This is an optimization exercise on Yosys and OpenROAD, whose aim is small area, not a production implementation. In this exercise RTL edits were held to simulation tests only and were not proved equivalent to the original. Power is estimated from default activity; no workload was simulated.

$ cat config.mk
export PLATFORM = sky130hd
export DESIGN_NAME = atm
export DESIGN_NICKNAME = atm
export VERILOG_FILES = /design/flow/design.v
export SDC_FILE = /design/flow/constraint.sdc
export NUM_CORES = 4
export LEC_CHECK = 0
export CAP_MARGIN = 20
export CORE_MARGIN = 2
export CORE_UTILIZATION = 55
export SLEW_MARGIN = 20
export SYNTH_HIERARCHICAL = 1
$ cat flow/abc_map.script
&get -n
&st
&deepsyn -T 60
&dch -f
&nf -R 1000
&st
&syn3
&dch -f
&nf -R 1000
&put
$ cat standard.sh
#!/bin/bash
# synth_recipe.tcl (not shown) runs the flow's synth.tcl, then flattens the netlist and writes it again
# the make line also repeats each setting of config.mk as NAME=value (left out here)
make -C /OpenROAD-flow-scripts/flow DESIGN_CONFIG=/design/flow/config.mk WORK_HOME=/design/flow/orfs CLKGATE_MAP_FILE= SYNTH_SCRIPT=/design/flow/synth_recipe.tcl "${@:-finish}"
$ cat constraint.sdc
create_clock -name core_clock -period 6.0 [get_ports {CLK}]
set_input_delay 1.2000 -clock core_clock [delete_from_list [all_inputs] [get_ports {CLK}]]
set_output_delay 1.2000 -clock core_clock [all_outputs]
set_load 0.01 [all_outputs]
$ cat flow/abc_adder.script
&get -n
&st
&dch
&nf
&st
&syn2
&if -g -K 6
&synch2
&nf
&st
&syn2
&if -g -K 6
&synch2
&nf
&st
&syn2
&if -g -K 6
&synch2
&nf
&st
&syn2
&if -g -K 6
&synch2
&nf
&st
&syn2
&if -g -K 6
&synch2
&nf
&put
$ cat design.v
module atm
	    (
	    CLK,
	    RESET,
	    TARJETA_RECIBIDA,
	    TIPO_DE_TARJETA,
	    PIN,
	    DIGITO,
	    DIGITO_STB,
	    TIPO_TRANS,
	    MONTO,
	    MONTO_STB,
	    BALANCE_ACTUALIZADO,
	    ENTREGAR_DINERO,
	    FONDOS_INSUFICIENTES,
	    PIN_INCORRECTO,
	    ADVERTENCIA,
	    BLOQUEO
	    );
input
	CLK,
	RESET,			 
	TARJETA_RECIBIDA,
	TIPO_DE_TARJETA,	 
	DIGITO_STB,		 
	TIPO_TRANS,		 
	MONTO_STB;		 
input [15:0] PIN;		 
input [3:0] DIGITO;
input [31:0] MONTO;
output reg
	BALANCE_ACTUALIZADO,
	ENTREGAR_DINERO,
	FONDOS_INSUFICIENTES;
output
	PIN_INCORRECTO,
	ADVERTENCIA,
	BLOQUEO;
localparam [2:0]
	S_IDLE	= 3'b000,
	S_PIN0	= 3'b001,
	S_PIN1	= 3'b011,
	S_PIN2	= 3'b010,
	S_ID	= 3'b100,
	S_WD	= 3'b101,
	S_DEP	= 3'b110,
	S_BLK	= 3'b111;
reg [2:0] estado;
reg [31:0] BAL_lo;		 
reg [31:0] BAL_hi;		 
reg pendiente;			 
reg [1:0] Contador_PIN;		 
reg [11:0] PIN_usuario;		 
reg error_pin;			 
wire in_idle	= (estado == S_IDLE);
wire in_pin	= ~estado[2] & (estado[1] | estado[0]);
wire in_blk	= (estado == S_BLK);
wire in_wd	= (estado == S_WD);
wire in_dep	= (estado == S_DEP);
wire cuarto	= in_pin & DIGITO_STB & (Contador_PIN == 2'd3);
wire igual	= ({PIN_usuario, DIGITO} == PIN);
wire correcto	= cuarto & igual;
wire erroneo	= cuarto & ~igual;
wire usa_monto	= in_wd | in_dep;
wire resta	= in_wd | in_idle;	 
wire [31:0] op	= ({32{usa_monto}} & MONTO) ^ {{31{resta}}, in_wd};
wire [31:0] suma;
wire acarreo;
add32 u_suma (.a(BAL_lo), .b(op), .ci(pendiente), .s(suma), .co(acarreo));
wire hi_m	= |BAL_hi[30:1];
wire hi_nz	= hi_m | BAL_hi[0] | BAL_hi[31];
wire fb_up	= BAL_hi[0] ^ BAL_hi[1] ^ BAL_hi[2] ^ BAL_hi[22] ^ ~(hi_m | BAL_hi[31]);
wire fb_dn	= BAL_hi[31] ^ BAL_hi[0] ^ BAL_hi[1] ^ BAL_hi[21] ^ ~(hi_m | BAL_hi[0]);
wire mayor	= hi_nz | acarreo;	 
wire cobra	= in_idle & TARJETA_RECIBIDA & TIPO_DE_TARJETA;
wire retira	= in_wd & MONTO_STB & mayor;
wire rechaza	= in_wd & MONTO_STB & ~mayor;
wire deposita	= in_dep & MONTO_STB;
wire limpia	= ~RESET | (in_idle & ~TARJETA_RECIBIDA);
wire guarda	= (in_wd & ~retira) | (in_dep & ~MONTO_STB) | (in_idle & ~TIPO_DE_TARJETA);
reg paso_sube, paso_baja;
wire h_up	= ~limpia & paso_sube;
wire h_dn	= ~limpia & paso_baja;
wire h_keep	= ~limpia & ~paso_sube & ~paso_baja;
wire [31:0] hi_prox = ({32{h_up}} & {fb_up, BAL_hi[31:1]}) |
		      ({32{h_dn}} & {BAL_hi[30:0], fb_dn}) |
		      ({32{h_keep}} & BAL_hi);
assign PIN_INCORRECTO	= error_pin | in_blk;
assign ADVERTENCIA	= error_pin & (estado == S_PIN2);
assign BLOQUEO		= in_blk & ~error_pin;
reg [2:0] prox;
always @(*) begin
	prox = estado;
	case (estado)
		S_IDLE:	if (TARJETA_RECIBIDA) prox = S_PIN0;
		S_PIN0:	if (correcto) prox = S_ID; else if (erroneo) prox = S_PIN1;
		S_PIN1:	if (correcto) prox = S_ID; else if (erroneo) prox = S_PIN2;
		S_PIN2:	if (correcto) prox = S_ID; else if (erroneo) prox = S_BLK;
		S_ID:	prox = TIPO_TRANS ? S_WD : S_DEP;
		S_WD:	if (MONTO_STB) prox = S_IDLE;
		S_DEP:	if (MONTO_STB) prox = S_IDLE;
		default: prox = S_BLK;
	endcase
end
always @(posedge CLK) begin
	if (DIGITO_STB)
		PIN_usuario <= {PIN_usuario[7:0], DIGITO};
	BAL_hi <= hi_prox;
	if (limpia) begin
		BAL_lo		<= 32'd0;
		pendiente	<= 1'b0;
		paso_sube	<= 1'b0;
		paso_baja	<= 1'b0;
	end else begin
		if (~guarda) begin
			BAL_lo		<= suma;
			pendiente	<= retira;
		end
		paso_sube	<= ~guarda & ~resta & acarreo;
		paso_baja	<= ~guarda & resta & ~acarreo;
	end
	if (~RESET) begin
		estado			<= S_IDLE;
		Contador_PIN		<= 2'd0;
		BALANCE_ACTUALIZADO	<= 1'b0;
		ENTREGAR_DINERO		<= 1'b0;
		FONDOS_INSUFICIENTES	<= 1'b0;
		error_pin		<= 1'b0;
	end else begin
		estado <= prox;
		if (in_pin & DIGITO_STB)
			Contador_PIN <= Contador_PIN + 2'd1;
		BALANCE_ACTUALIZADO	<= cobra | retira | deposita;
		if (in_idle & TARJETA_RECIBIDA) begin
			ENTREGAR_DINERO		<= 1'b0;
			FONDOS_INSUFICIENTES	<= 1'b0;
		end
		if (retira)
			ENTREGAR_DINERO <= 1'b1;
		if (rechaza)
			FONDOS_INSUFICIENTES <= 1'b1;
		error_pin	<= erroneo;
	end
end
endmodule
module add32(input [31:0] a, input [31:0] b, input ci, output [31:0] s, output co);
wire [31:0] p0 = a ^ b;
wire [31:0] g0 = a & b;
wire gz = g0[0] | (p0[0] & ci);
wire G1 = g0[1] | (p0[1] & gz);
wire P1 = p0[1] & p0[0];
wire G2 = g0[3] | (p0[3] & g0[2]);
wire P2 = p0[3] & p0[2];
wire G3 = g0[5] | (p0[5] & g0[4]);
wire P3 = p0[5] & p0[4];
wire G4 = g0[7] | (p0[7] & g0[6]);
wire P4 = p0[7] & p0[6];
wire G5 = g0[9] | (p0[9] & g0[8]);
wire P5 = p0[9] & p0[8];
wire G6 = g0[11] | (p0[11] & g0[10]);
wire P6 = p0[11] & p0[10];
wire G7 = g0[13] | (p0[13] & g0[12]);
wire P7 = p0[13] & p0[12];
wire G8 = g0[15] | (p0[15] & g0[14]);
wire P8 = p0[15] & p0[14];
wire G9 = g0[17] | (p0[17] & g0[16]);
wire P9 = p0[17] & p0[16];
wire G10 = g0[19] | (p0[19] & g0[18]);
wire P10 = p0[19] & p0[18];
wire G11 = g0[21] | (p0[21] & g0[20]);
wire P11 = p0[21] & p0[20];
wire G12 = g0[23] | (p0[23] & g0[22]);
wire P12 = p0[23] & p0[22];
wire G13 = g0[25] | (p0[25] & g0[24]);
wire P13 = p0[25] & p0[24];
wire G14 = g0[27] | (p0[27] & g0[26]);
wire P14 = p0[27] & p0[26];
wire G15 = g0[29] | (p0[29] & g0[28]);
wire P15 = p0[29] & p0[28];
wire G16 = g0[31] | (p0[31] & g0[30]);
wire P16 = p0[31] & p0[30];
wire G17 = g0[2] | (p0[2] & G1);
wire P17 = p0[2] & P1;
wire G18 = G2 | (P2 & G1);
wire P18 = P2 & P1;
wire G19 = g0[6] | (p0[6] & G3);
wire P19 = p0[6] & P3;
wire G20 = G4 | (P4 & G3);
wire P20 = P4 & P3;
wire G21 = g0[10] | (p0[10] & G5);
wire P21 = p0[10] & P5;
wire G22 = G6 | (P6 & G5);
wire P22 = P6 & P5;
wire G23 = g0[14] | (p0[14] & G7);
wire P23 = p0[14] & P7;
wire G24 = G8 | (P8 & G7);
wire P24 = P8 & P7;
wire G25 = g0[18] | (p0[18] & G9);
wire P25 = p0[18] & P9;
wire G26 = G10 | (P10 & G9);
wire P26 = P10 & P9;
wire G27 = g0[22] | (p0[22] & G11);
wire P27 = p0[22] & P11;
wire G28 = G12 | (P12 & G11);
wire P28 = P12 & P11;
wire G29 = g0[26] | (p0[26] & G13);
wire P29 = p0[26] & P13;
wire G30 = G14 | (P14 & G13);
wire P30 = P14 & P13;
wire G31 = g0[30] | (p0[30] & G15);
wire P31 = p0[30] & P15;
wire G32 = G16 | (P16 & G15);
wire P32 = P16 & P15;
wire G33 = g0[4] | (p0[4] & G18);
wire P33 = p0[4] & P18;
wire G34 = G3 | (P3 & G18);
wire P34 = P3 & P18;
wire G35 = G19 | (P19 & G18);
wire P35 = P19 & P18;
wire G36 = G20 | (P20 & G18);
wire P36 = P20 & P18;
wire G37 = g0[12] | (p0[12] & G22);
wire P37 = p0[12] & P22;
wire G38 = G7 | (P7 & G22);
wire P38 = P7 & P22;
wire G39 = G23 | (P23 & G22);
wire P39 = P23 & P22;
wire G40 = G24 | (P24 & G22);
wire P40 = P24 & P22;
wire G41 = g0[20] | (p0[20] & G26);
wire P41 = p0[20] & P26;
wire G42 = G11 | (P11 & G26);
wire P42 = P11 & P26;
wire G43 = G27 | (P27 & G26);
wire P43 = P27 & P26;
wire G44 = G28 | (P28 & G26);
wire P44 = P28 & P26;
wire G45 = g0[28] | (p0[28] & G30);
wire P45 = p0[28] & P30;
wire G46 = G15 | (P15 & G30);
wire P46 = P15 & P30;
wire G47 = G31 | (P31 & G30);
wire P47 = P31 & P30;
wire G48 = G32 | (P32 & G30);
wire P48 = P32 & P30;
wire G49 = g0[8] | (p0[8] & G36);
wire P49 = p0[8] & P36;
wire G50 = G5 | (P5 & G36);
wire P50 = P5 & P36;
wire G51 = G21 | (P21 & G36);
wire P51 = P21 & P36;
wire G52 = G22 | (P22 & G36);
wire P52 = P22 & P36;
wire G53 = G37 | (P37 & G36);
wire P53 = P37 & P36;
wire G54 = G38 | (P38 & G36);
wire P54 = P38 & P36;
wire G55 = G39 | (P39 & G36);
wire P55 = P39 & P36;
wire G56 = G40 | (P40 & G36);
wire P56 = P40 & P36;
wire G57 = g0[24] | (p0[24] & G44);
wire P57 = p0[24] & P44;
wire G58 = G13 | (P13 & G44);
wire P58 = P13 & P44;
wire G59 = G29 | (P29 & G44);
wire P59 = P29 & P44;
wire G60 = G30 | (P30 & G44);
wire P60 = P30 & P44;
wire G61 = G45 | (P45 & G44);
wire P61 = P45 & P44;
wire G62 = G46 | (P46 & G44);
wire P62 = P46 & P44;
wire G63 = G47 | (P47 & G44);
wire P63 = P47 & P44;
wire G64 = G48 | (P48 & G44);
wire P64 = P48 & P44;
wire G65 = g0[16] | (p0[16] & G56);
wire P65 = p0[16] & P56;
wire G66 = G9 | (P9 & G56);
wire P66 = P9 & P56;
wire G67 = G25 | (P25 & G56);
wire P67 = P25 & P56;
wire G68 = G26 | (P26 & G56);
wire P68 = P26 & P56;
wire G69 = G41 | (P41 & G56);
wire P69 = P41 & P56;
wire G70 = G42 | (P42 & G56);
wire P70 = P42 & P56;
wire G71 = G43 | (P43 & G56);
wire P71 = P43 & P56;
wire G72 = G44 | (P44 & G56);
wire P72 = P44 & P56;
wire G73 = G57 | (P57 & G56);
wire P73 = P57 & P56;
wire G74 = G58 | (P58 & G56);
wire P74 = P58 & P56;
wire G75 = G59 | (P59 & G56);
wire P75 = P59 & P56;
wire G76 = G60 | (P60 & G56);
wire P76 = P60 & P56;
wire G77 = G61 | (P61 & G56);
wire P77 = P61 & P56;
wire G78 = G62 | (P62 & G56);
wire P78 = P62 & P56;
wire G79 = G63 | (P63 & G56);
wire P79 = P63 & P56;
wire G80 = G64 | (P64 & G56);
wire P80 = P64 & P56;
wire [32:0] c;
assign c[0] = ci;
assign c[1] = gz;
assign c[2] = G1;
assign c[3] = G17;
assign c[4] = G18;
assign c[5] = G33;
assign c[6] = G34;
assign c[7] = G35;
assign c[8] = G36;
assign c[9] = G49;
assign c[10] = G50;
assign c[11] = G51;
assign c[12] = G52;
assign c[13] = G53;
assign c[14] = G54;
assign c[15] = G55;
assign c[16] = G56;
assign c[17] = G65;
assign c[18] = G66;
assign c[19] = G67;
assign c[20] = G68;
assign c[21] = G69;
assign c[22] = G70;
assign c[23] = G71;
assign c[24] = G72;
assign c[25] = G73;
assign c[26] = G74;
assign c[27] = G75;
assign c[28] = G76;
assign c[29] = G77;
assign c[30] = G78;
assign c[31] = G79;
assign c[32] = G80;
assign s = p0 ^ c[31:0];
assign co = c[32];
endmodule
$ cat flow/run.sh
#!/bin/bash
set -euo pipefail
W=$(pwd)
cat > "$W/flow_synth.tcl" <<EOT
proc abc {args} {
  set i [lsearch -exact \$args -script]
  set a1 \$args
  set a2 \$args
  lset a1 [expr {\$i + 1}] $W/flow/abc_adder.script
  lset a2 [expr {\$i + 1}] $W/flow/abc_map.script
  yosys abc {*}\$a1 add32
  yosys abc {*}\$a2 atm
}
source $W/synth_recipe.tcl
EOT
sed "s#SYNTH_SCRIPT=[^ ]*#SYNTH_SCRIPT=$W/flow_synth.tcl#" standard.sh > flow_standard.sh
grep -q "SYNTH_SCRIPT=$W/flow_synth.tcl" flow_standard.sh
export BUFFER_PORTS_ARGS="-buffer_cell sky130_fd_sc_hd__buf_1"
export CTS_ARGS="-sink_clustering_enable -repair_clock_nets -dont_use_dummy_load -buf_list sky130_fd_sc_hd__clkbuf_4 -root_buf sky130_fd_sc_hd__clkbuf_8"
bash flow_standard.sh finish > standard_flow.log 2>&1
==> results of run 1 <==
-- where the power goes --
group          switching (W)  total (W)  internal [W]
Combinational       0.000789    0.00142      0.000628
Clock               0.000190   0.000324      0.000135
Sequential         0.0000784   0.000782      0.000703
Total                0.00106    0.00252       0.00147
-- metrics by stage --
step / worst slack (ns) / cell area [um2] / instances
6_report: 0.524 / 5480 / 725
5_1_grt: -0.0104 / 5480 / 725
4_1_cts: 0.259 / 5470 / 724
3_5_place_dp: -0.0718 / 5340 / 715
3_3_place_gp: 0.276 / 5340 / 715
2_1_floorplan: 0.0632 / 4860 / 531
-- layer usage --
layer  track usage  wire length, um  vias up
met5             0                0        -
li1              -                -     2185
met2         0.376             5050      122
met4        0.0652              112        0
met3        0.0444              694        9
met1         0.321             5110     2011
-- repair_timing --
item | 4_1_cts | 5_1_grt
setup endpoints to repair | 34 | 34
gates cloned | 0 | 1
setup buffers | 0 | 0
pin swaps | 0 | 1
resized for setup | 1 | 2
-- area by class of cell --
class	count	area (um2)	share of cell area
clock buffers	9	124	0.0226
well taps	108	135	0.0246
multi-input cells	388	2800	0.511
inverters	56	210	0.0383
flip-flops and latches	88	1880	0.343
repair buffers	76	330	0.0602
-- modules after synthesis (local to each module, per instance) --
module  area, um2  times used
add32        1260           1
atm          3600           1
-- layout by cell type (no fill, tap or decap), drive strengths merged, types with 3 or more instances in the layout --
cell type and count:
buf 76, and2 7, dfxtp 76, nand3 6, nand2b 3, nand2 23, a21oi 14, a22o 33
ha 31, clkbuf 9, nor3 13, xnor2 22, clkinv 56, fa 6, o21ai 76, edfxtp 12
xor2 15, nand4 3, nor2 46, o21a 6, nor4 9, a21o 7, a222oi 32, a211oi 4
-- worst register-to-register path: stages, from the launching register on --
cell and delay [ns]:
dfxtp_1 0.45, buf_4 0.21, clkinv_1 0.15, nor2_1 0.24, nand2_1 0.23, buf_4 0.29, o21ai_0 0.29, ha_1 0.21
nand3_1 0.11, nor3_1 0.22, o21ai_0 0.17, a21oi_1 0.27, or2_0 0.22, a41oi_2 0.21, o211ai_1 0.35, a41o_1 0.26
a21o_1 0.16, nor4b_1 0.07, buf_4 0.16, nor3_4 0.61, buf_4 0.36, a22o_1 0.18
-- logic make-up after synthesis --
| family | count (synthesis) |
|---|---|
| buf+inv | 56 |
| flops | 88 |
| simple gates | 116 |
| compound gates | 197 |
| xor+xnor | 37 |
| fa+ha+maj | 37 |
-- flip-flops by register name, indices dropped and copies added (netlist names) --
register              flops
error_pin                 1
Contador_PIN              2
ENTREGAR_DINERO           1
FONDOS_INSUFICIENTES      1
PIN_usuario              12
paso_baja                 1
BALANCE_ACTUALIZADO       1
estado                    3
BAL_lo                   32
paso_sube                 1
pendiente                 1
BAL_hi                   32
-- worst min-delay path by stage --
stage | from | to
floorplan | PIN_usuario[6] | PIN_usuario[10]
CTS | PIN_usuario[4] | PIN_usuario[8]
global placement | PIN_usuario[3] | PIN_usuario[7]
detailed placement | PIN_usuario[6] | PIN_usuario[10]
global route | PIN_usuario[4] | PIN_usuario[8]
finish | PIN_usuario[4] | PIN_usuario[8]
==> summary.txt, run 1 <==
STA:
- The max-slew violation count is 0.
- The final critical delay including setup and external delays is 5.48 ns.
- The worst clock skew is about 0.04 ns.
- For the pin with the worst max-slew slack, the measured transition is 0.738 ns.
- The hold violation count in the final report was 0.
- The normalized max-slew margin is 0.507.
- Setup violations remaining at the end of the flow were counted as 0.
- The timing-limited maximum frequency is ~180 MHz.
- On the final layout, the worst hold slack is between 0.4 and 0.5 ns.
- For the final routed database, the setup TNS stands at 0 ns.
- The final clock period utilization by the worst path is 0.913.

Clocking:
- The hold buffer count at CTS is 0.
- The later pin in the worst-skew pair is clocked with a latency of between 0.3 and 0.4 ns.
- TritonCTS built the clock tree.
- The deepest level of the CTS H-tree is 3.
- The clock-pin slew on the worst setup and hold paths is about 0.09 ns.
- The buffer cell driving the clock tree root is clkbuf_8.
- The longest clock path from root to sink contains 2 buffers.
- The clock net sink count is roughly 90.
- The clock buffer count from CTS is 9.

Drt:
- In the routed design, unresolved DRC markers number 0.
- The total wirelength of the detailed-routed design is about 11 mm.
- Dividing the detail-routed wire length by the instance count gives approximately 15 um.
- The detail route stage leaves a number of antenna-violating nets equal to 0.
- The first TritonRoute pass finished after 8 iterations.
- The detailed-route vias per instance is 5.97.
- The first routing iteration left 295 violations.
- The number of vias in the routed layout is between 4000 and 5000.

Critical path:
- The worst setup path startpoint is estado[2].
- The signal on the critical path passes through buf_4, clkinv_1, nor2_1, nand2_1, buf_4, o21ai_0, ha_1, nand3_1, nor3_1, o21ai_0, a21oi_1, or2_0, a41oi_2, o211ai_1, a41o_1, a21o_1, nor4b_1, buf_4, nor3_4, buf_4, a22o_1.
- The endpoint identified for the worst register-to-register timing path is BAL_lo[0].
- The startpoint identified for the worst register-to-register timing path is estado[2].
- By instance count, the cell type seen most on the critical path is buf_4.
- The number of gates on the worst path with buffers counted is 21.
- The cell with the biggest individual delay on the critical path is nor3_4.
- The maximum fanout along the worst path is 29.
- In this run the register-to-register setup slack is ~0.52 ns.
- The worst setup path is captured at a flip-flop.
- STA puts the critical path data required time at between 6 and 7 ns.
- On the worst path, the slowest cell contributes a delay of about 0.61 ns.
- The number of cells on the worst reg-to-reg path is 21.
- In this design, the largest share of critical-path delay is due to compound AO/OA/AOI/OAI gates.
- STA puts the critical path data arrival time at 5.75 ns.
- The capture point of the critical path is BAL_lo[0].
- The path type of the worst setup path is flip-flop to flip-flop.
- The buffering stage count on the worst path with inverters included is 5.
- The element type at the critical path start is a flip-flop.

Placed design:
- At the end of routability-driven placement, the weighted congestion stood at 0.859.
- The detailed placement HPWL is approximately 7.6 mm.
- The quantity of I/O buffers inserted on ports is 64.

Layout:
- The net count of the finished layout is about 720.
- 0 antenna diodes ended up in the layout.
- In the final layout, the share of cells above drive strength 1 is 0.0454.
- The count of fill cells added during filler insertion is a little under 800.
- Compared with the post-synthesis result, the final layout area differs by 13.0%.
- The utilization after layout is 0.635.

Pwr:
- The largest vdd supply drop is between 0.2 and 0.3 mV.
- The analysis attributes to cell leakage a power of about 2.1 nW.
- The cell area power density is 460 nW/um2.
- Total power for the finished layout comes to 0.00252 W.

Global routing:
- The number of global-route vias before repair is 4097.
- The initial antenna violation count is 0.
- Summed over all layers, the global routing overflow is 0.
- Across every metal layer, demand over resource in global routing totals 0.233.
- The first global-routing pass estimated 18.6 mm of wire.
- Entering global routing, the biggest net connects 33 pins.

Floorplanning:
- The total core area is around 8600 um2.
- The top-level port count is 65.
- The die covers about 9600 um2.
- The floorplan has 34 rows.
- The chip width is roughly 100 um.
- The floorplan die height is 97.9 um.
- The initial standard-cell utilization of the core is 0.562.

Worst hold path:
- In this run the worst hold path is classified as flip-flop to flip-flop.
- The worst hold path was traced through 0 stages.

Synthesis:
- The sequential cell area fraction in the yosys report is 0.388.
- Counting distinct cell types in the post-synthesis netlist gives between 40 and 50.
- By area, the combinational part of the netlist is dominated by compound AO/OA/AOI/OAI gates.
- The area share of fa/ha/maj cells after synthesis is 0.105.
- The cell accounting for the most synthesized area is dfxtp_1.
- Counting instances in the post-synthesis netlist gives the leading cell types as dfxtp_1 (76), o21ai_0 (76), clkinv_1 (56), nor2_1 (45), a22o_1 (33).
- Yosys attributes the largest share of cell area to dfxtp_1 (31%), ha_1 (8.0%), o21ai_0 (7.8%), edfxtp_1 (7.4%), a222oi_1 (6.6%).
- The total number of yosys warnings is 7.
- The flip-flop and latch count after synthesis is 88.
- Of the total synthesized cell area, the portion taken by XOR and XNOR cells is 0.0668.
- The number of synthesized flops with an enable pin is 12.
- For this run, the leading register cell type out of synthesis is dfxtp_1.
- Of the total synthesized cell area, the portion taken by AND, OR, NAND and NOR gates is 0.111.
- After technology mapping, the gate count stands at ~530.
- Each instance of the synthesized netlist takes up on average between 9 and 10 um2.
- The net count after synthesis is 627.
- Of the post-synthesis cell area, the part taken by muxes is 0.
- The area of the mapped netlist is ~4900 um2.
- The share of synthesized registers carrying an async set or reset is 0.
- The fraction of the mapped netlist area in compound gates is 0.286.
- Of the post-synthesis cell area, the dominant cell type holds 0.313.

Run status:
- The flow ran to the end and the layout has no timing, DRC or antenna violations.

Run:
- The max-cap check violation count is 0.
==> run 2, diff against run 1 <==
==> flow/abc_adder.script (replaced) <==
&get -n
&st
&dch
&nf -R 100
&st
&syn2
&if -g -K 6
&synch2
&nf -R 100
&st
&syn2
&if -g -K 6
&synch2
&nf -R 100
&st
&syn2
&if -g -K 6
&synch2
&nf -R 100
&st
&syn2
&if -g -K 6
&synch2
&nf -R 100
&st
&syn2
&if -g -K 6
&synch2
&nf -R 100
&put
==> run 2 against run 1 <==
Still clean on timing, DRC and antenna. Non-clock buffer count increased by 11. Synthesized cell count shrank 3.6%. Sequential cell count unchanged. First-iteration DRC count decreased by 21%. Register-to-register slack improved by 0.03 ns. Sequential share of layout area down 0.23 points. Utilization rose by 3.0 points. Setup slack lost 0.20 ns. Sequential power about the same. Area after synthesis shrank 2.4%. Largest cell class unchanged. Largest power group unchanged.
==> summary.txt, run 2 <==
Run status:
- The flow ran to the end and the layout has no timing, DRC or antenna violations.

Synthesis:
- The area of the mapped netlist is 4740 um2.
- In the synthesized netlist the dominant register cell turns out to be dfxtp_1.
- The net count after synthesis is 608.
- By instance count, the leading cell after synthesis is dfxtp_1.
- The count of mapped cells out of synthesis is approximately 510.
- The flip-flop and latch count after synthesis is between 80 and 90.
- The total number of yosys warnings is 7.
- For this run, asynchronously set or reset flops after synthesis account for 0.
- Counting instances in the post-synthesis netlist gives the leading cell types as dfxtp_1 (76), o21ai_0 (74), clkinv_1 (52), nor2_1 (43), a22o_1 (33).
- The portion of synthesized cell area occupied by the leading cell type is 0.321.
- For this run, the register share of the synthesized area comes to 0.397.
- The number of synthesized flops with an enable pin is 12.
- After synthesis, the cell types taking the most area are dfxtp_1 (32%), ha_1 (8.2%), o21ai_0 (7.8%), edfxtp_1 (7.6%), a222oi_1 (6.8%).
- The cell accounting for the most synthesized area is dfxtp_1.
- The post-synthesis area per instance is a little over 9 um2.
- Yosys mapped the design onto 37 distinct sky130hd cell types.

Clocking:
- The clock reaches the later pin of the worst-skew pair after between 0.3 and 0.4 ns.
- The clock-pin slew on the worst setup and hold paths is roughly 0.060 ns.
- After clock tree synthesis, the setup repair step added 0 buffers.
- The hold buffer count at CTS is 0.
- The deepest level of the CTS H-tree is 3.
- The number of buffers between clock root and the deepest sink is 2.
- The buffer cell driving the clock tree root is clkbuf_8.
- TritonCTS built the clock tree.
- Clock tree synthesis inserted a total of 9 buffers.
- The clock net in this run drives a total of roughly 90 sinks.

Placed design:
- The number of placed instances, taps included, is 704.
- After legalization and detailed placement, the total HPWL measured between 7 and 8 mm.
- In this run the tool buffered the top-level ports with 64 buffer cells.
- Timing analysis after detailed placement gives a worst setup slack of -0.154 ns.
- The routability congestion estimate is around 0.83.

Critical path:
- The element type at the critical path start is an input pin.
- The worst register-to-register path has a setup slack of around 0.55 ns.
- The cell depth of the worst flop-to-flop path is 29.
- Data on the critical path is required at its endpoint by 6.22 ns.
- In this run the critical register-to-register path is captured at BAL_lo[21].
- On the worst path, the slowest cell contributes a delay of about 0.4 ns.
- The worst register-to-register path begins at estado[1].
- The maximum fanout along the worst path is 7.
- The data arrival time of the worst path is 5.90 ns.
- The kind of end point of the critical path is a flip-flop.
- On the critical path, the stage with the largest delay is an instance of fa_1.
- The critical path is of the input pin to flip-flop type.

Floorplanning:
- The top-level port count is 65.
- In this run the vertical extent of the chip is between 90 and 100 um.
- The floorplan step set the die width to a little under 100 um.
- The floorplan has 33 rows.
- For this configuration, the core starts out at a cell density of 0.571.
- The die outline area is between 9000 and 10000 um2.
- The total core area is about 8300 um2.

Global routing:
- Entering global routing, the biggest net connects 33 pins.
- The initial antenna violation count is 0.
- The first global-routing pass estimated approximately 18 mm of wire.
- The overall global routing resource usage is 0.235.
- The number of global-route vias before repair is slightly above 4000.
- Global routing finished with a remaining overflow of 0.

Layout:
- The final cell count without fillers is 713.
- The library cell used most frequently in the layout, excluding fill and tap cells, is dfxtp_1.
- The largest registers in the layout are BAL_hi x32, BAL_lo x32, PIN_usuario x12.
- The antenna diode instance count is 0.
- The flip-flop and latch area is ~1900 um2.
- The area of the multi-input gates is between 2000 and 3000 um2.
- The net count of the finished layout is between 700 and 800.
- Counting the fill cells in the layout gives slightly above 700.
- The layout overhead on the synthesized area is 16.6%.
- The top cell types in the final layout, fill and taps aside, are dfxtp_1 (75), o21ai_0 (72), buf_1 (64).
- The fraction of final layout cells with drive strength greater than 1 is 0.0674.

STA:
- In the post-route analysis, the smallest setup slack over all paths is about 0.32 ns.
- The normalized max-slew margin is 0.438.
- Across the routed clock network, the largest skew measured is 0.0308 ns.
- The hold violation count in the final report is 0.
- Static timing analysis puts the maximum clock frequency at 176 MHz.
- Of the available clock period, the critical path in the final layout requires 0.947.
- Setup violations remaining at the end of the flow were counted as 0.
- The smallest clock period supported by the final layout is computed as roughly 5.7 ns.
- The transition time at the pin with the least slew margin is approximately 0.83 ns.
- The max-slew violation count is 0.
- The setup TNS is 0 ns.

Run:
- The max-cap check violation count is 0.

Drt:
- Once detail routing completed, the nets flagged for antenna violations numbered 0.
- The number of design-rule violations left by the first detailed-router iteration is 232.
- The detailed-route vias per instance is 5.99.
- The final layout contains routed wiring with a total length of approximately 11 mm.
- After detailed routing, the average wire length per cell comes to roughly 15 um.
- The detailed-routing iteration count for the pre-antenna-repair pass is 7.
- The number of DRC violations after detailed routing is 0.
- The number of vias in the routed layout is 4273.

Pwr:
- The net switching component of the power is about 0.0010 W.
- The cell area power density is roughly 460 nW/um2.
- The sequential fraction of design power is 0.310.
- IR analysis of the VDD net gives a maximum drop of between 0.2 and 0.3 mV.
- The switching part of the total power is 0.406.
- The share of power burned in combinational logic is 0.562.
- The internal power summed over all cells is ~0.0015 W.
- The leakage power summed over all cells is around 2.2 nW.
- The part of the total power dissipated in the clock network is 0.128.

Worst hold path:
- For hold timing, the worst endpoint is BAL_lo[26].
- The cell depth of the worst hold path is 1.
- The source of the worst hold timing path is BAL_lo[26].
- The path class of the tightest hold or removal check is flip-flop to flip-flop.
-- run 2: cell types whose count changed in the layout (fill, tap and decap cells not counted), moves of 4 or more --
cell / change
and2_0: -4
buf_12: +5
buf_4: +6
clkinv_1: -4
o21a_1: +4
-- run 2: timing repair --
item / in CTS / in global routing
hold endpoints to repair: 0 / 0
resized for setup: 0 / 7
setup endpoints to repair: 0 / 36
-- run 2: worst max-delay path: cells and delay by family --
family          cells  cell delay [ns]
compound gates     14             2.32
simple gates        9             1.18
buf+inv             5             0.63
fa+ha+maj           2             0.57
-- run 2: routing by layer --
metal	wire length, um	track usage
met4	150	0.0769
met5	0	0
met1	4760	0.290
met2	5350	0.407
met3	393	0.0506
-- run 2: worst max-delay path by stage --
| stage | from | to | slack (ns) | depth (start not counted) |
|---|---|---|---|---|
| final | MONTO[0] | BAL_lo[21] | 0.32 | 30 |
| after global routing | MONTO[0] | BAL_lo[21] | -0.002 | 30 |
| after CTS | MONTO[0] | BAL_lo[21] | 0.15 | 30 |
| after detailed placement | MONTO[0] | BAL_lo[23] | -0.15 | 30 |
| after global placement | MONTO[0] | BAL_lo[23] | -0.02 | 29 |
| after floorplan | MONTO[0] | BAL_lo[0] | -0.07 | 27 |
-- run 2: power by group through the flow --
stage / Combinational, W / Clock, W / Sequential [W]
after floorplan: 0.00105 / 0 / 0.000777
after global placement: 0.00135 / 0 / 0.000792
after detailed placement: 0.00140 / 0 / 0.000791
after CTS: 0.00141 / 0.000327 / 0.000781
after global routing: 0.00162 / 0.000358 / 0.000793
final: 0.00142 / 0.000322 / 0.000782
-- run 2: area by class of cell --
class / instances / share of cell area
flip-flops and latches: 88 / 0.341
clock buffers: 9 / 0.0224
repair buffers: 87 / 0.0861
inverters: 52 / 0.0354
well taps: 105 / 0.0238
multi-input cells: 372 / 0.491
-- run 2: kinds of logic (layout without fill, tap and decap cells) --
logic type	Yosys count	after routing	synth area share
DFF	88	88	0.397
xor gates and xnor gates	36	36	0.0666
AOI/OAI and AO/OA	189	189	0.280
and+or+nand+nor	110	110	0.108
adders and majority gates	37	37	0.107
buffers and inverters	52	148	0.0412
-- run 2: metrics by stage --
step | power, W | hold slack, ns | utilization | instance area, um2
5_1_grt | 0.00277 | 0.491 | 0.665 | 5520
2_1_floorplan | 0.00183 | 0.447 | - | 4760
6_report | 0.00252 | 0.482 | 0.665 | 5520
3_5_place_dp | 0.00220 | 0.464 | 0.648 | 5380
4_1_cts | 0.00252 | 0.483 | 0.663 | 5500
3_3_place_gp | 0.00215 | 0.450 | 0.648 | 5380
-- run 2: modules after synthesis (local to each module, per instance) --
module | times used | flip-flops and latches | cells
add32 | 1 | 0 | 149
atm | 1 | 88 | 363
==> run 3, diff against run 2 <==
==> flow/abc_adder.script (replaced) <==
&get -n
&st
&dch
&nf -R 30
&st
&syn2
&if -g -K 6
&synch2
&nf -R 30
&st
&syn2
&if -g -K 6
&synch2
&nf -R 30
&st
&syn2
&if -g -K 6
&synch2
&nf -R 30
&st
&syn2
&if -g -K 6
&synch2
&nf -R 30
&st
&syn2
&if -g -K 6
&synch2
&nf -R 30
&put
--- a/config.mk
+++ b/config.mk
@@ -7,6 +7,6 @@
 export LEC_CHECK = 0
 export CAP_MARGIN = 20
 export CORE_MARGIN = 2
-export CORE_UTILIZATION = 55
+export CORE_UTILIZATION = 45
 export SLEW_MARGIN = 20
 export SYNTH_HIERARCHICAL = 1
==> run 3 against run 2 <==
Utilization down 13 points. Critical path type is now flip-flop to flip-flop. Die area is 22% higher. Global-route usage fell by 3.7 points. Still clean on timing, DRC and antenna.
==> summary.txt, run 3 <==
Clocking:
- The clock-pin slew on the worst setup and hold paths is ~0.080 ns.
- The deepest level of the CTS H-tree is 3.
- The buffer cell driving the clock tree root is clkbuf_8.
- The clock insertion delay at the later pin of the skew report is ~0.37 ns.
- TritonCTS built the clock tree.
- Counting along the longest clock path gives a buffer depth of 2.
- The clock net sink count is slightly below 90.
- The clock buffer count from CTS is 9.

Synthesis:
- Each instance of the synthesized netlist takes up on average 9.19 um2.
- The flip-flop and latch count after synthesis is 88.
- In the synthesized netlist, the cells that appear most often are dfxtp_1 (76), o21ai_0 (74), clkinv_1 (53), nor2_1 (42), a22o_1 (33).
- The net count after synthesis is 616.
- The mapped netlist covers roughly 4800 um2.
- The main flop type after synthesis is dfxtp_1.
- In the post-synthesis netlist, the biggest area contributors are dfxtp_1 (32%), ha_1 (8.1%), o21ai_0 (7.7%), edfxtp_1 (7.5%), a222oi_1 (6.7%).
- Of the synthesized area, sequential elements account for 0.394.
- The portion of synthesized cell area occupied by the leading cell type is 0.318.
- The distinct cell type count after synthesis is 39.
- Among all cell types in the netlist, the one instantiated most often is dfxtp_1.
- For this run, asynchronously set or reset flops after synthesis account for 0.
- The count of mapped cells out of synthesis is 520.
- The number of synthesized flops with an enable pin is 12.
- The total number of yosys warnings is 7.
- Of all cell types, the one taking the most synthesized area is dfxtp_1.

STA:
- On the final layout, the worst clock skew is between 0.03 and 0.04 ns.
- The final clock period utilization by the worst path is 0.889.
- The max-slew violation count is 0.
- The setup-violating endpoint count in the final report is 0.
- The normalized max-slew margin is 0.397.
- Based on the critical path, the design can be clocked at up to 188 MHz.
- The hold violation count in the final report was 0.
- Setup repair after global routing left no endpoint under its margin.
- The transition time at the pin with the least slew margin is roughly 0.9 ns.
- The final critical delay including setup and external delays is ~5.3 ns.
- For the final routed database, the setup TNS stands at 0 ns.

Global routing:
- The initial antenna violation count is 0.
- Summed over all layers, the global routing overflow is 0.
- The number of global-route vias before repair is slightly above 4000.
- Across every metal layer, demand over resource in global routing totals 0.198.
- Entering global routing, the biggest net connects 33 pins.
- The first-pass GRT wire length is approximately 18 mm.

Worst hold path:
- The path type of the worst min-delay path is flip-flop to flip-flop.

Pwr:
- The largest vdd supply drop is 0.212 mV.
- The total design power is between 0.002 and 0.0025 W.
- For this design the ratio of total power to cell area is about 450 nW/um2.
- The leakage power summed over all cells is roughly 2.1 nW.

Critical path:
- The data arrival time of the worst path is roughly 5.6 ns.
- In this run the worst path has a maximum fanout of 25.
- STA puts the critical path data required time at 6.28 ns.
- The critical path is of the flip-flop to flip-flop type.
- STA classifies the critical path endpoint as a flip-flop.
- The element type at the critical path start is a flip-flop.

Layout:
- The net count of the finished layout is a little over 700.
- The utilization after layout is 0.531.
- The antenna diode instance count is 0.
- The layout overhead on the synthesized area is 14.7%.
- In the final layout, the share of cells above drive strength 1 is 0.0476.
- The library cell used most frequently in the layout, excluding fill and tap cells, is dfxtp_1.
- In the layout the commonest cells are dfxtp_1 (76), o21ai_0 (73), buf_1 (64).
- The largest registers in the layout are BAL_hi x32, BAL_lo x32, PIN_usuario x12.

Floorplanning:
- The floorplan step defined a core boundary enclosing ~10000 um2.
- From bottom edge to top edge, the die measures about 110 um.
- The count of standard-cell rows is 37.
- From left edge to right edge, the die measures around 110 um.
- The die outline area is between 10000 and 15000 um2.
- Pin placement for this block handled 65 I/O pins.
- The initial utilization of the core area, before any placement, comes to 0.463.

Drt:
- In the final routed layout, each cell accounts on average for ~14 um.
- The number of vias in the routed layout is roughly 4200.
- The count of antenna-violating nets left after detailed routing is 0.
- The number of DRC violations after detailed routing is 0.
- Summed over all layers, the routed wires come to around 11 mm.
- The detailed-routing iteration count for the pre-antenna-repair pass is 9.
- The detailed-route vias per instance is around 5.7.
- In this run, the number of DRC markers left after iteration 0 of detailed routing was between 300 and 400.

Run status:
- The run finished with no timing, DRC or antenna violations.

Placed design:
- The quantity of I/O buffers inserted on ports is between 60 and 70.
- The routability congestion estimate is roughly 0.81.
- Detailed placement ended at an HPWL of 7.80 mm.

Run:
- The tool flagged a number of max-cap violations equal to 0.
## run 3: changes by cell type after synthesis, sizes merged, moves of 2 or more
cell and change:
xnor2 +3, and3 +2, a21o -2, xor2 -2
nand2 +2, a21oi +2, a211oi +2
## run 3: power by group
part	switching [W]	total (W)	internal [W]	leakage, nW
registers	0.0000823	0.000786	0.000704	0.736
logic	0.000753	0.00138	0.000625	1.33
clock network	0.000185	0.000319	0.000134	0.0647
total	0.00102	0.00248	0.00146	2.13
## run 3: critical path, cell delays in order, from the launching register on
cell and delay (ns):
dfxtp_1 0.54, clkinv_1 0.23, nor2_1 0.22, nand2_1 0.28, buf_4 0.31, o21ai_0 0.31
ha_1 0.32, nand3_1 0.11, o22ai_1 0.10, o21ai_0 0.25, a21oi_1 0.14, a21oi_1 0.20
o21ai_0 0.19, a211oi_1 0.35, nor2b_1 0.13, nand3_1 0.10, nand2_1 0.08, a21o_1 0.22
nor4b_1 0.29, buf_4 0.19, nor2_1 0.07, nor2_4 0.26, buf_12 0.21, a22o_1 0.13
## run 3: per-module statistics from Yosys, one instance, submodules excluded
module	flops+latches	cells	copies in the design
atm	88	363	1
add32	0	157	1
## run 3: final timing paths
path | from | to | slack [ns] | cells past startpoint
worst max-delay path | estado[2] | BAL_lo[25] | 0.67 | 23
worst min-delay path | PIN_usuario[6] | PIN_usuario[10] | 0.46 | 0
worst max register to register | estado[2] | BAL_lo[25] | 0.67 | 23
worst min register to register | PIN_usuario[6] | PIN_usuario[10] | 0.46 | 0
## run 3: cell families (layout without fill, tap and decap cells)
family / after synthesis / after routing / share of synthesized area
AND/OR/NAND/NOR: 114 / 114 / 0.111
buffers and inverters: 53 / 142 / 0.0416
flip-flops: 88 / 88 / 0.394
XOR/XNOR: 37 / 37 / 0.0678
AO/OA/AOI/OAI: 191 / 191 / 0.280
adder cells (fa/ha/maj): 37 / 37 / 0.106
## run 3: timing repair
item                                   4_1_cts  5_1_grt
setup endpoints to repair                    0       27
setup buffers                                0        4
endpoints found under the hold margin        0        0
hold buffers                                 0        0
resized for setup                            0        1
## run 3: final cells by class
class / count / area [um2]
inverters: 53 / 199
multi-input cells: 379 / 2730
flip-flops and latches: 88 / 1880
fillers: 993 / 4840
repair buffers: 80 / 380
clock buffers: 9 / 124
well taps: 136 / 170
## run 3: through the flow
step | hold WS (ns) | std cells | worst slack [ns] | area [um2]
floorplan | 0.447 | 520 | 0.104 | 4790
global placement | 0.453 | 731 | 0.425 | 5310
finish | 0.462 | 745 | 0.669 | 5480
global route | 0.490 | 745 | 0.0572 | 5480
detailed placement | 0.463 | 731 | 0.309 | 5310
CTS | 0.468 | 740 | 0.495 | 5430
## run 3: layer usage
layer  vias to the layer above  GRT usage  share of wire  wire [um]
li1                       2152          -              -          -
met1                      1977      0.246           0.46       4900
met2                        72      0.338           0.49       5230
met3                        17     0.0383          0.035        381
met4                         0     0.0742          0.022        242
met5                         -          0              0          0
==> run 4, diff against run 3 <==
--- a/config.mk
+++ b/config.mk
@@ -7,6 +7,6 @@
 export LEC_CHECK = 0
 export CAP_MARGIN = 20
 export CORE_MARGIN = 2
-export CORE_UTILIZATION = 45
+export CORE_UTILIZATION = 80
 export SLEW_MARGIN = 20
 export SYNTH_HIERARCHICAL = 1
==> run 4 against run 3 <==
Count of clock-buffer cells in the layout stayed put. Wire length rose by 23%. Total power up 3.5%. Area after synthesis is the same. Global-route usage grew 22 points. Critical path depth up 1. Highest routed layer unchanged.
==> summary.txt, run 4 <==
Run status:
- The flow ran to the end and the layout has no timing, DRC or antenna violations.

Synthesis:
- The cell area that synthesis handed to floorplanning was about 4800 um2.
- The portion of synthesized area spent on multiplexers is 0.
- After synthesis, the netlist uses 39 different library cells.
- Of the total synthesized cell area, the portion taken by XOR and XNOR cells is 0.0678.
- The net count after synthesis is around 620.
- By area, the combinational part of the netlist is dominated by compound AO/OA/AOI/OAI gates.
- In this run, synthesis inferred 12 flip-flops with an integrated enable.
- The portion of synthesized cell area occupied by the leading cell type is 0.318.
- For this run, asynchronously set or reset flops after synthesis account for 0.
- By count the netlist is led by dfxtp_1 (76), o21ai_0 (74), clkinv_1 (53), nor2_1 (42), a22o_1 (33).
- The synthesized-area fraction occupied by and/or/nand/nor cells is 0.111.
- In the synthesized netlist the dominant register cell turns out to be dfxtp_1.
- The share of the Yosys chip area taken by registers is 0.394.
- Of the total synthesized cell area, the portion taken by full adders, half adders and majority gates is 0.106.
- The fraction of the mapped netlist area in compound gates is 0.280.
- By area the synthesized netlist is led by dfxtp_1 (32%), ha_1 (8.1%), o21ai_0 (7.7%), edfxtp_1 (7.5%), a222oi_1 (6.7%).
- The count of mapped cells out of synthesis is 520.
- The cell accounting for the most synthesized area is dfxtp_1.
- The dominant cell by count in the synthesized netlist is dfxtp_1.
- The flip-flop and latch count after synthesis is 88.
- The post-synthesis area per instance is about 9.2 um2.
- The total number of yosys warnings is 7.

Global routing:
- Global routing finished with a remaining overflow of 0.
- The overall global routing resource usage is 0.417.
- The initial antenna violation count was 0.
- The first-pass GRT wire length is between 20 and 25 mm.
- The number of global-route vias before repair came to ~4500.
- Entering global routing, the biggest net connects 33 pins.

Clocking:
- The clock tree synthesis step divided the H-tree into 3 levels.
- The cell sitting at the root of the clock tree is a clkbuf_8.
- The hold buffer count at CTS is 0.
- TritonCTS built the clock tree.
- After clock tree synthesis, the clock-pin slew on the worst setup and hold paths is around 0.080 ns.
- The clock insertion delay at the later pin of the skew report is between 0.3 and 0.4 ns.
- The clock buffer count from CTS is 9.
- The clock drives about 90 sinks.
- The number of buffers between clock root and the deepest sink is 2.

Floorplanning:
- In this run the standard cell core region covers just under 6000 um2.
- The top-level port count is between 60 and 70.
- The die is about 80 um tall.
- The die is a little over 80 um wide.
- The die covers approximately 6600 um2.
- After floorplanning, the core was divided into 28 placement rows.
- The initial standard-cell utilization of the core is 0.817.

STA:
- The normalized max-slew margin is 0.512.
- The final critical delay including setup and external delays is between 5 and 6 ns.
- The worst path setup slack after routing is between 0.4 and 0.5 ns.
- Across the routed clock network, the largest skew measured is between 0.03 and 0.04 ns.
- The hold violation count in the final report is 0.
- The transition time at the pin with the least slew margin is 0.725 ns.
- Of the available clock period, the critical path in the final layout requires 0.930.
- Setup violations remaining at the end of the flow were counted as 0.
- The max-slew violation count is 0.
- Derived from the worst setup path, the maximum achievable clock frequency is around 180 MHz.

Pwr:
- Overall power consumption after layout is estimated at roughly 0.0026 W.
- The leakage power summed over all cells is 2.09 nW.
- Dividing total power by cell area gives a power density of ~480 nW/um2.
- The worst-case IR drop observed on VDD is ~0.39 mV.

Drt:
- The number of vias in the routed layout is 4745.
- Dividing the detail-routed wire length by the instance count gives 19.5 um.
- The total wirelength of the detailed-routed design is about 13 mm.
- Dividing the detail-routed via count by the number of cells gives about 7.
- After the first detailed-routing iteration, the DRC count stood at between 600 and 700.
- The first detailed-routing pass ran for 9 iterations.
- The number of DRC violations after detailed routing is 0.
- In this run the remaining antenna-violating nets after routing total 0.

Critical path:
- STA classifies the critical path startpoint as an input pin.
- The data required time of the worst path is approximately 6.3 ns.
- In this design, the stage delay of the slowest critical-path cell is around 0.42 ns.
- The kind of end point of the critical path is a flip-flop.
- The maximum fanout along the worst path is 32.
- By startpoint and endpoint, the worst setup path is classified as input pin to flip-flop.
- Broken down by cell family, the worst path's largest delay share belongs to compound AO/OA/AOI/OAI gates.
- The number of buffers and inverters on the critical path is 5.
- The data arrival time of the worst path is 5.84 ns.
- The cell with the biggest individual delay on the critical path is fa_1.
- The critical path goes through buf_1, o21ai_0, o211a_1, clkinv_1, fa_1, clkinv_1, fa_1, a211oi_1, nor3_1, o21ai_1, a21oi_1, a21oi_1, o21ai_1, a211oi_2, nor2b_1, nand3_1, nand2_1, a21o_1, nor4b_1, buf_4, nor2_1, nor2_2, buf_6, a22o_1.

Placed design:
- The routability congestion estimate is 0.902.
- The instance area after placement is approximately 5200 um2.
- Detailed placement finished with a half-perimeter wire length of around 8.5 mm.
- The quantity of I/O buffers inserted on ports is 64.
- The pre-CTS setup slack is 0.0709 ns.

Layout:
- The antenna diode instance count is 0.
- Once layout is complete, the utilization of the core stands at 0.914.
- The library cell used most frequently in the layout, excluding fill and tap cells, is dfxtp_1.
- The layout overhead on the synthesized area is 11.9%.
- In the final layout, the registers with the most flip-flops are BAL_hi x32, BAL_lo x32, PIN_usuario x12.
- The net count of the finished layout is ~700.
- The fraction of final layout cells with drive strength greater than 1 is 0.0431.
- The area of all placed cells without fillers is roughly 5300 um2.
- In the layout the commonest cells are dfxtp_1 (75), o21ai_0 (69), buf_1 (64).

Run:
- Max-cap violations in this run came to 0.

Worst hold path:
- The path type of the worst min-delay path is flip-flop to flip-flop.
run 4: cell families (layout without fill, tap and decap cells):
family                   count (synthesis)  in the layout
AO/OA/AOI/OAI                          191            191
XOR/XNOR                                37             37
adder cells (fa/ha/maj)                 37             37
buffers and inverters                   53            136
flip-flops                              88             88
AND/OR/NAND/NOR                        114            114
run 4: final cells by class:
cell class                      instances  area [um2]
Clock buffer                            9         124
Multi-Input combinational cell        379        2730
Sequential cell                        88        1880
Timing Repair Buffer                   74         319
Fill cell                             244         502
Tap cell                               75        93.8
Inverter                               53         199
run 4: per-layer routing:
layer	part of all wire	track usage	up-vias
met1	0.36	0.479	2159
met5	0	0	-
li1	-	-	2138
met4	0.067	0.269	0
met3	0.094	0.0978	106
met2	0.48	0.693	342
run 4: final timing paths:
kind                                startpoint        endpoint  slack, ns  depth (start not counted)
worst min register to register  PIN_usuario[5]  PIN_usuario[9]       0.49                          0
worst max-delay path                  MONTO[0]      BAL_lo[25]       0.42                         24
worst max register to register       estado[2]      BAL_lo[25]       0.44                         23
worst min-delay path            PIN_usuario[5]  PIN_usuario[9]       0.49                          0
run 4: repair_timing:
action                     4_1_cts  5_1_grt
gates resized for setup          0        8
setup buffers                    0        0
setup endpoints to repair        0       37
run 4: modules after synthesis, one instance, submodules excluded:
module  flip-flops and latches  cells inside  copies in the design  cell area [um2]
add32                        0           157                     1             1180
atm                         88           363                     1             3600
run 4: metrics by stage:
| step | hold slack, ns | std cells | TNS, ns |
|---|---|---|---|
| 2_1_floorplan | 0.447 | 520 | 0 |
| 3_3_place_gp | 0.451 | 669 | 0 |
| 3_5_place_dp | 0.466 | 669 | 0 |
| 4_1_cts | 0.485 | 678 | 0 |
| 5_1_grt | 0.497 | 678 | -0.0255 |
| 6_report | 0.485 | 678 | 0 |
run 4: where the power goes:
| group | internal, W | total, W | switching, W |
|---|---|---|---|
| combinational | 0.000620 | 0.00146 | 0.000836 |
| sequential | 0.000704 | 0.000792 | 0.0000874 |
| clock | 0.000135 | 0.000322 | 0.000187 |
==> run 5, diff against run 4 <==
--- a/config.mk
+++ b/config.mk
@@ -7,6 +7,6 @@
 export LEC_CHECK = 0
 export CAP_MARGIN = 20
 export CORE_MARGIN = 2
-export CORE_UTILIZATION = 80
+export CORE_UTILIZATION = 70
 export SLEW_MARGIN = 20
 export SYNTH_HIERARCHICAL = 1
==> run 5 against run 4 <==
Still clean on timing, DRC and antenna. Sequential cell count stayed put. Cell area hardly changed. Setup slack better by 0.095 ns. Global-route usage is 13 points lower. Sequential power is 0.9% lower. Clock power is 2% lower. Area after synthesis stayed put. Maximum frequency is 1.7% higher. Register-to-register slack better by 0.08 ns. Wire length is 20% lower. First-iteration DRC count is 43% lower. Critical path type is now flip-flop to flip-flop. Critical endpoint is now BAL_lo[16]. Largest cell class unchanged. Highest routed layer unchanged.
==> summary.txt, run 5 <==
Run status:
- The flow ran to the end and the layout has no timing, DRC or antenna violations.

Floorplanning:
- The count of standard-cell rows is 30.
- The total core area is approximately 6700 um2.
- The floorplan die height is ~87 um.
- During I/O placement, the number of pins put on the boundary was 65.
- The die outline area is 7510 um2.
- The chip width is ~87 um.
- The initial standard-cell utilization of the core is 0.712.

Synthesis:
- The sequential cell area fraction in the yosys report is 0.394.
- Counting flops and latches in the post-synthesis netlist gives between 80 and 90.
- By area the synthesized netlist is led by dfxtp_1 (32%), ha_1 (8.1%), o21ai_0 (7.7%), edfxtp_1 (7.5%), a222oi_1 (6.7%).
- The fraction of the mapped netlist area in compound gates came to 0.280.
- The main flop type after synthesis is dfxtp_1.
- The area share of fa/ha/maj cells after synthesis is 0.106.
- The cell accounting for the most synthesized area is dfxtp_1.
- The main combinational cell family by area after synthesis is compound AO/OA/AOI/OAI gates.
- The distinct cell type count after synthesis is 39.
- After synthesis, the share of cell area in mux cells is 0.
- Counting instances in the post-synthesis netlist gives the leading cell types as dfxtp_1 (76), o21ai_0 (74), clkinv_1 (53), nor2_1 (42), a22o_1 (33).
- The number of synthesized flops with an enable pin is 12.
- The count of mapped cells out of synthesis is 520.
- Yosys printed 7 warnings.
- The share of synthesized registers carrying an async set or reset is 0.
- The net count after synthesis is 616.
- In the post-synthesis netlist, the cell with the most instances is dfxtp_1.
- The synthesized-area fraction occupied by and/or/nand/nor cells is 0.111.
- In this run the cell area of the synthesized design comes to between 4000 and 5000 um2.
- A synthesized cell averages around 9.2 um2.
- Of the total synthesized cell area, the portion taken by XOR and XNOR cells is 0.0678.
- Of the post-synthesis cell area, the dominant cell type holds 0.318.

STA:
- The hold violation count in the final report is 0.
- Adding up every negative setup slack in the final design gives 0 ns.
- Setup repair after global routing left no endpoint under its margin.
- The transition time at the pin with the least slew margin is ~0.76 ns.
- The max-slew violation count is 0.
- On the final layout, the worst hold slack is roughly 0.48 ns.
- Headroom to the max-slew limit came out at 0.488.
- Setup violations remaining at the end of the flow were counted as 0.
- Timing would allow up to ~180 MHz.
- On the final layout, the worst clock skew is ~0.027 ns.
- The worst path in the final design needs a cycle of 5.48 ns, including I/O delays and setup.
- The final clock period utilization by the worst path is 0.914.

Drt:
- The post-detailed-route wirelength per cell is roughly 15 um.
- The number of design-rule violations left by the first detailed-router iteration is between 300 and 400.
- The total wirelength of the detailed-routed design is approximately 11 mm.
- For this run, design rule violations remaining after detail routing come to 0.
- The detail route stage leaves a number of antenna-violating nets equal to 0.
- The detailed-routing iteration count for the pre-antenna-repair pass is 9.
- The detailed-route vias per instance is approximately 6.2.
- The number of vias in the routed layout is 4243.

Layout:
- The library cell used most frequently in the layout, excluding fill and tap cells, is dfxtp_1.
- In the final layout, the share of cells above drive strength 1 is 0.0398.
- The layout overhead on the synthesized area is 11.8%.
- In the layout the commonest cells are dfxtp_1 (76), o21ai_0 (72), buf_1 (64).
- After filler insertion, the fill cell instance count of the layout stands at roughly 470.
- The largest registers in the layout are BAL_hi x32, BAL_lo x32, PIN_usuario x12.
- The utilization after layout is 0.796.
- The area of all placed cells without fillers is about 5300 um2.
- 0 antenna diodes ended up in the layout.
- At the end of the flow, the number of nets in the layout was approximately 700.

Clocking:
- TritonCTS built the clock tree.
- The clock net sink count is around 90.
- The clock reaches the later pin of the worst-skew pair after approximately 0.36 ns.
- The clock-pin slew on the worst setup and hold paths is approximately 0.080 ns.
- For this design, the CTS-stage hold fixing added 0 buffers.
- The number of buffers between clock root and the deepest sink is 2.
- The deepest level of the CTS H-tree is 3.
- The number of clock buffers added by TritonCTS is 9.
- The buffer cell driving the clock tree root is clkbuf_8.

Critical path:
- The path type of the worst setup path is flip-flop to flip-flop.
- The launch instance of the worst register-to-register path is estado[0].
- The worst setup path is captured at a flip-flop.
- Along the worst path, the maximum fanout reaches 23.
- The worst setup path startpoint is estado[0].
- For the worst setup path, the data required time is slightly above 6 ns.
- The element type at the critical path start is a flip-flop.
- Data arrives at the worst endpoint at 5.70 ns.

Placed design:
- The quantity of I/O buffers inserted on ports is between 60 and 70.
- The placed instances occupy a cell area of ~5200 um2.
- The detailed placement HPWL is ~7.4 mm.
- The congestion estimate from routability-driven global placement came to ~0.86.

Pwr:
- The total design power is around 0.0025 W.
- The analysis attributes to cell leakage a power of 2.09 nW.
- The cell area power density is 464 nW/um2.
- Across the VDD grid, the largest voltage drop is 0.347 mV.

Global routing:
- The maximum number of pins on one net before global-route repair is 33.
- The initial antenna violation count is 0.
- The number of global-route vias before repair is 3969.
- The overall global routing resource usage is 0.289.
- Summed over all layers, the global routing overflow is 0.
- The first global-routing pass estimated 17.4 mm of wire.

Worst hold path:
- In this run the worst hold path is classified as flip-flop to flip-flop.
- The source of the worst hold timing path is PIN_usuario[4].

Run:
- The tool flagged a number of max-cap violations equal to 0.
run 5: area by class of cell:
type | count | area, um2 | share of cell area
Multi-Input combinational cell | 379 | 2730 | 0.510
Sequential cell | 88 | 1880 | 0.352
Timing Repair Buffer | 74 | 315 | 0.0590
Inverter | 53 | 199 | 0.0372
Clock buffer | 9 | 124 | 0.0232
Tap cell | 80 | 100 | 0.0187
run 5: stage by stage:
| step | instances | worst slack, ns |
|---|---|---|
| 2_1_floorplan | 520 | 0.104 |
| 3_3_place_gp | 674 | 0.470 |
| 3_5_place_dp | 674 | 0.263 |
| 4_1_cts | 683 | 0.379 |
| 5_1_grt | 683 | 0.0258 |
| 6_report | 683 | 0.518 |
run 5: kinds of logic (layout without fill, tap and decap cells):
kind of cell	count (synthesis)	in the layout
buf+inv	53	136
compound gates	191	191
xor+xnor	37	37
fa+ha+maj	37	37
flops	88	88
simple gates	114	114
run 5: where the power goes:
part	total, W	switching [W]	leakage (nW)	internal (W)
registers	0.000785	0.0000807	0.736	0.000704
clock network	0.000315	0.000180	0.0647	0.000134
logic	0.00138	0.000770	1.29	0.000613
run 5: path summary, 6_finish.rpt:
kind | slack (ns) | depth (start not counted) | end
worst max-delay path | 0.52 | 22 | BAL_lo[16]
worst min-delay path | 0.48 | 0 | PIN_usuario[8]
worst max register to register | 0.52 | 22 | BAL_lo[16]
worst min register to register | 0.48 | 0 | PIN_usuario[8]
run 5: layer usage:
metal,part of all wire,track usage
met1,0.44,0.363
met2,0.50,0.504
met3,0.051,0.0410
met4,0.018,0.107
met5,0,0
run 5: repair_timing:
item	4_1_cts	5_1_grt
setup buffers	0	0
resized for setup	0	2
setup endpoints to repair	0	25
run 5: per-module statistics from Yosys, one instance, submodules excluded:
module	copies in the design	flip-flops and latches
atm	1	88
add32	1	0
run 5: worst max-delay path, cell delays in order, from the launching register on:
cell	delay [ns]
dfxtp_1	0.52
clkinv_1	0.30
nand2_1	0.23
o21ai_1	0.31
o21ai_0	0.18
o21ai_0	0.16
fa_1	0.46
a211oi_1	0.31
nor3_1	0.11
o21ai_0	0.23
a21oi_1	0.17
a21oi_1	0.25
o21ai_1	0.19
a211oi_2	0.30
nor2b_1	0.11
nand3_1	0.09
nand2_1	0.08
a21o_1	0.21
nor4b_1	0.32
buf_4	0.20
nor3_4	0.08
buf_4	0.28
a22o_1	0.25
==> run 6, diff against run 5 <==
==> flow/abc_map.script (replaced) <==
&get -n
&st
&deepsyn -T 60
&dch -f
&nf -R 20
&st
&syn3
&dch -f
&nf -R 20
&put
==> run 6 against run 5 <==
First-iteration DRC count is 13% lower. Clock skew rose by 0.0015 ns. Total power rose by 1.1%. Final cell count grew 0.59%. Die area is 0.30% higher. Still clean.
==> summary.txt, run 6 <==
Run status:
- The flow ran to the end and the layout has no timing, DRC or antenna violations.

Critical path:
- The data required time of the worst path is a little over 6 ns.
- The buffering stage count on the worst path with inverters included is 3.
- The critical path in this run is classified as flip-flop to flip-flop.
- In this run the worst path has a maximum fanout of 33.
- In this run the critical register-to-register path is launched from estado[2].
- The worst setup path is captured at a flip-flop.
- The largest individual stage delay along the critical path comes from the cell dfxtp_1.
- The category of cells accounting for the largest share of critical-path delay is compound AO/OA/AOI/OAI gates.
- On the worst path, the slowest cell contributes a delay of between 0.6 and 0.7 ns.
- The element type at the critical path start is a flip-flop.
- The worst setup path startpoint is estado[2].
- The data arrival time of the worst path is about 5.8 ns.
- Walking the worst path, the cells encountered are nand3b_1, buf_4, o21ai_0, ha_1, a21oi_1, o21ai_0, a221o_1, a21oi_1, o21ai_0, a211oi_2, nor2b_1, nand3_1, nand2_1, a21o_1, or3_1, nor4_1, buf_4, nor3_4, buf_4, a22o_1.

Synthesis:
- The average instance in the mapped netlist occupies slightly above 9 um2.
- Synthesis produced a netlist whose cell count is approximately 520.
- Of the post-synthesis cell area, the dominant cell type holds 0.317.
- For this run, asynchronously set or reset flops after synthesis account for 0.
- The sequential cell area fraction in the yosys report is 0.392.
- The net count after synthesis is 617.
- The cell accounting for the most synthesized area is dfxtp_1.
- The total number of yosys warnings is 7.
- Yosys mapped a number of flops with a built-in enable equal to 12.
- Ranked by instance count, the synthesized netlist is headed by o21ai_0 (79), dfxtp_1 (76), clkinv_1 (51), nor2_1 (36), a22o_1 (33).
- The dominant cell by count in the synthesized netlist is o21ai_0.
- In the synthesized netlist the dominant register cell turns out to be dfxtp_1.
- By area the synthesized netlist is led by dfxtp_1 (32%), o21ai_0 (8.2%), ha_1 (8.1%), edfxtp_1 (7.5%), a222oi_1 (6.5%).
- Synthesis inferred around 90 register bits.
- The area of the mapped netlist is 4800 um2.
- The distinct cell type count after synthesis is 39.

STA:
- For the pin with the worst max-slew slack, the measured transition is about 0.97 ns.
- Setup violations remaining at the end of the flow were counted as 0.
- The final clock period utilization by the worst path is 0.928.
- The hold violation count in the final report is 0.
- The normalized max-slew margin is 0.350.
- The max-slew violation count is 0.
- The final critical delay including setup and external delays is about 5.6 ns.
- Clock skew on the completed layout was measured at around 0.028 ns.
- Timing would allow up to 180 MHz.

Clocking:
- The deepest level of the CTS H-tree is 3.
- The clock-pin slew on the worst setup and hold paths is roughly 0.07 ns.
- The buffer cell driving the clock tree root is clkbuf_8.
- For this design, the sink count on the clock tree is 88.
- The buffer count from post-CTS setup fixing is 0.
- Clock tree synthesis inserted a total of 9 buffers.
- The number of buffers between clock root and the deepest sink is 2.
- TritonCTS built the clock tree.
- The clock insertion delay at the later pin of the skew report is roughly 0.36 ns.

Floorplanning:
- The initial utilization of the core area, before any placement, comes to 0.714.
- The chip width is roughly 87 um.
- The region available for standard cell placement spans 6720 um2.
- The initialized floorplan defines 30 standard-cell rows.
- The die covers between 7000 and 8000 um2.
- The die is ~87 um tall.
- Pin placement for this block handled 65 I/O pins.

Global routing:
- The initial antenna violation count is 0.
- The overall global routing resource usage is 0.296.
- The maximum number of pins on one net before global-route repair is 34.
- The number of global-route vias before repair was 4000.
- The first-pass GRT wire length is about 18 mm.
- For this run the aggregate overflow at the end of global routing stands at 0.

Layout:
- The number of antenna diodes in the final layout is 0.
- The fraction of final layout cells with drive strength greater than 1 is 0.0428.
- The net count of the finished layout is about 710.
- In the layout the commonest cells are o21ai_0 (78), dfxtp_1 (76), buf_1 (64).
- After routing the design area is roughly 5400 um2.
- The layout overhead on the synthesized area is 12.5%.
- The count of fill cells added during filler insertion is 500.
- The leading cell type in the layout, fill and taps excluded is o21ai_0.
- The final cell count without fillers is just under 700.
- The largest registers in the layout are BAL_hi x32, BAL_lo x32, PIN_usuario x12.

Drt:
- The detailed-routing iteration count for the pre-antenna-repair pass is 8.
- The detailed-route vias per instance is roughly 6.3.
- The number of design-rule violations left by the first detailed-router iteration is about 320.
- The number of vias in the routed layout is between 4000 and 5000.
- The count of antenna-violating nets left after detailed routing is 0.
- The total wirelength of the detailed-routed design is about 11 mm.
- The post-detailed-route wirelength per cell is around 15 um.
- In the routed design, unresolved DRC markers number 0.

Pwr:
- Across the VDD grid, the largest voltage drop is ~0.33 mV.
- For this design the static power due to leakage is 2.08 nW.
- The cell area power density is roughly 470 nW/um2.
- The total design power is around 0.0025 W.

Worst hold path:
- The source of the worst hold timing path is PIN_usuario[1].
- The path type of the worst min-delay path is flip-flop to flip-flop.

Placed design:
- The routability congestion estimate is 0.821.
- In this run the cell area measured after placement is 5270 um2.
- In this run the tool buffered the top-level ports with between 60 and 70 buffer cells.
- In this run, placement finished with an instance count of about 680.
- The detailed placement HPWL is around 7.4 mm.

Run:
- The tool flagged a number of max-cap violations equal to 0.
run 6: logic make-up (layout without fill, tap and decap cells):
| family | after synthesis | after routing | share of synthesized area |
|---|---|---|---|
| fa+ha+maj | 37 | 37 | 0.106 |
| flops | 88 | 88 | 0.392 |
| compound gates | 193 | 193 | 0.278 |
| buf+inv | 51 | 137 | 0.0399 |
| xor+xnor | 36 | 36 | 0.0657 |
| simple gates | 116 | 116 | 0.118 |
run 6: what timing repair did:
item	CTS	global route
hold buffers	0	0
setup endpoints to repair	0	33
gates resized for setup	0	1
run 6: cell type report:
cell class              count  area [um2]  area share
multi-input cells         382        2750       0.509
flip-flops and latches     88        1880       0.349
repair buffers             77         350      0.0650
inverters                  51         191      0.0355
clock buffers               9         124      0.0230
well taps                  80         100      0.0186
run 6: final timing paths:
check | cells after the start | slack (ns) | endpoint
hold reg to reg | 0 | 0.48 | PIN_usuario[5]
setup / recovery | 20 | 0.43 | BAL_lo[13]
hold / removal | 0 | 0.48 | PIN_usuario[5]
setup reg to reg | 20 | 0.43 | BAL_lo[13]
run 6: power by group:
part / total, W / switching [W] / internal (W)
registers: 0.000789 / 0.0000856 / 0.000704
logic: 0.00140 / 0.000770 / 0.000629
clock network: 0.000321 / 0.000186 / 0.000135
total: 0.00251 / 0.00104 / 0.00147
run 6: routing by layer:
metal	share of wire	track usage
met4	0.016	0.0938
met2	0.50	0.501
met3	0.053	0.0610
met1	0.43	0.380
met5	0	0
run 6: per-module statistics from Yosys (local to each module, per instance):
module / cell area (um2) / cells / copies in the design
add32: 1180 / 157 / 1
atm: 3610 / 364 / 1
run 6: through the flow:
stage / setup slack [ns] / hold slack, ns / util / TNS (ns)
after floorplan: 0.0755 / 0.447 / - / 0
after global placement: 0.307 / 0.453 / 0.784 / 0
after detailed placement: 0.133 / 0.463 / 0.784 / 0
after CTS: 0.479 / 0.481 / 0.802 / 0
after global routing: -0.0966 / 0.492 / 0.803 / -2.50
final: 0.434 / 0.479 / 0.803 / 0

re-timing with driven ports:
The flow's constraints put no driver on any port. The routed layouts listed below were extracted and timed again, unchanged, in two steps.
Step 1 sets driving cells, clkbuf_16 on the clock port and buf_2 on the other inputs (assumed; they add their load-dependent delay and slew).
Step 2 times the ports against the registers' clock, not the clock port: input delays grow and output delays shrink by t, the midpoint of the rising clock arrivals with the driver on.
Slacks: no drivers / after step 1 / after step 2; pairs: no drivers / after step 1.
run | shift t [ns] | slack for setup (ns)
run 1 | 0.379 | 0.524 / 0.524 / 0.220
run 2 | 0.379 | 0.320 / 0.333 / -0.046
run 3 | 0.384 | 0.669 / 0.669 / 0.393
run 4 | 0.377 | 0.423 / 0.433 / 0.056
run 5 | 0.377 | 0.518 / 0.518 / 0.293
run 6 | 0.378 | 0.434 / 0.434 / 0.087
Met with ideal ports but missed after step 2: setup timing in run 2.
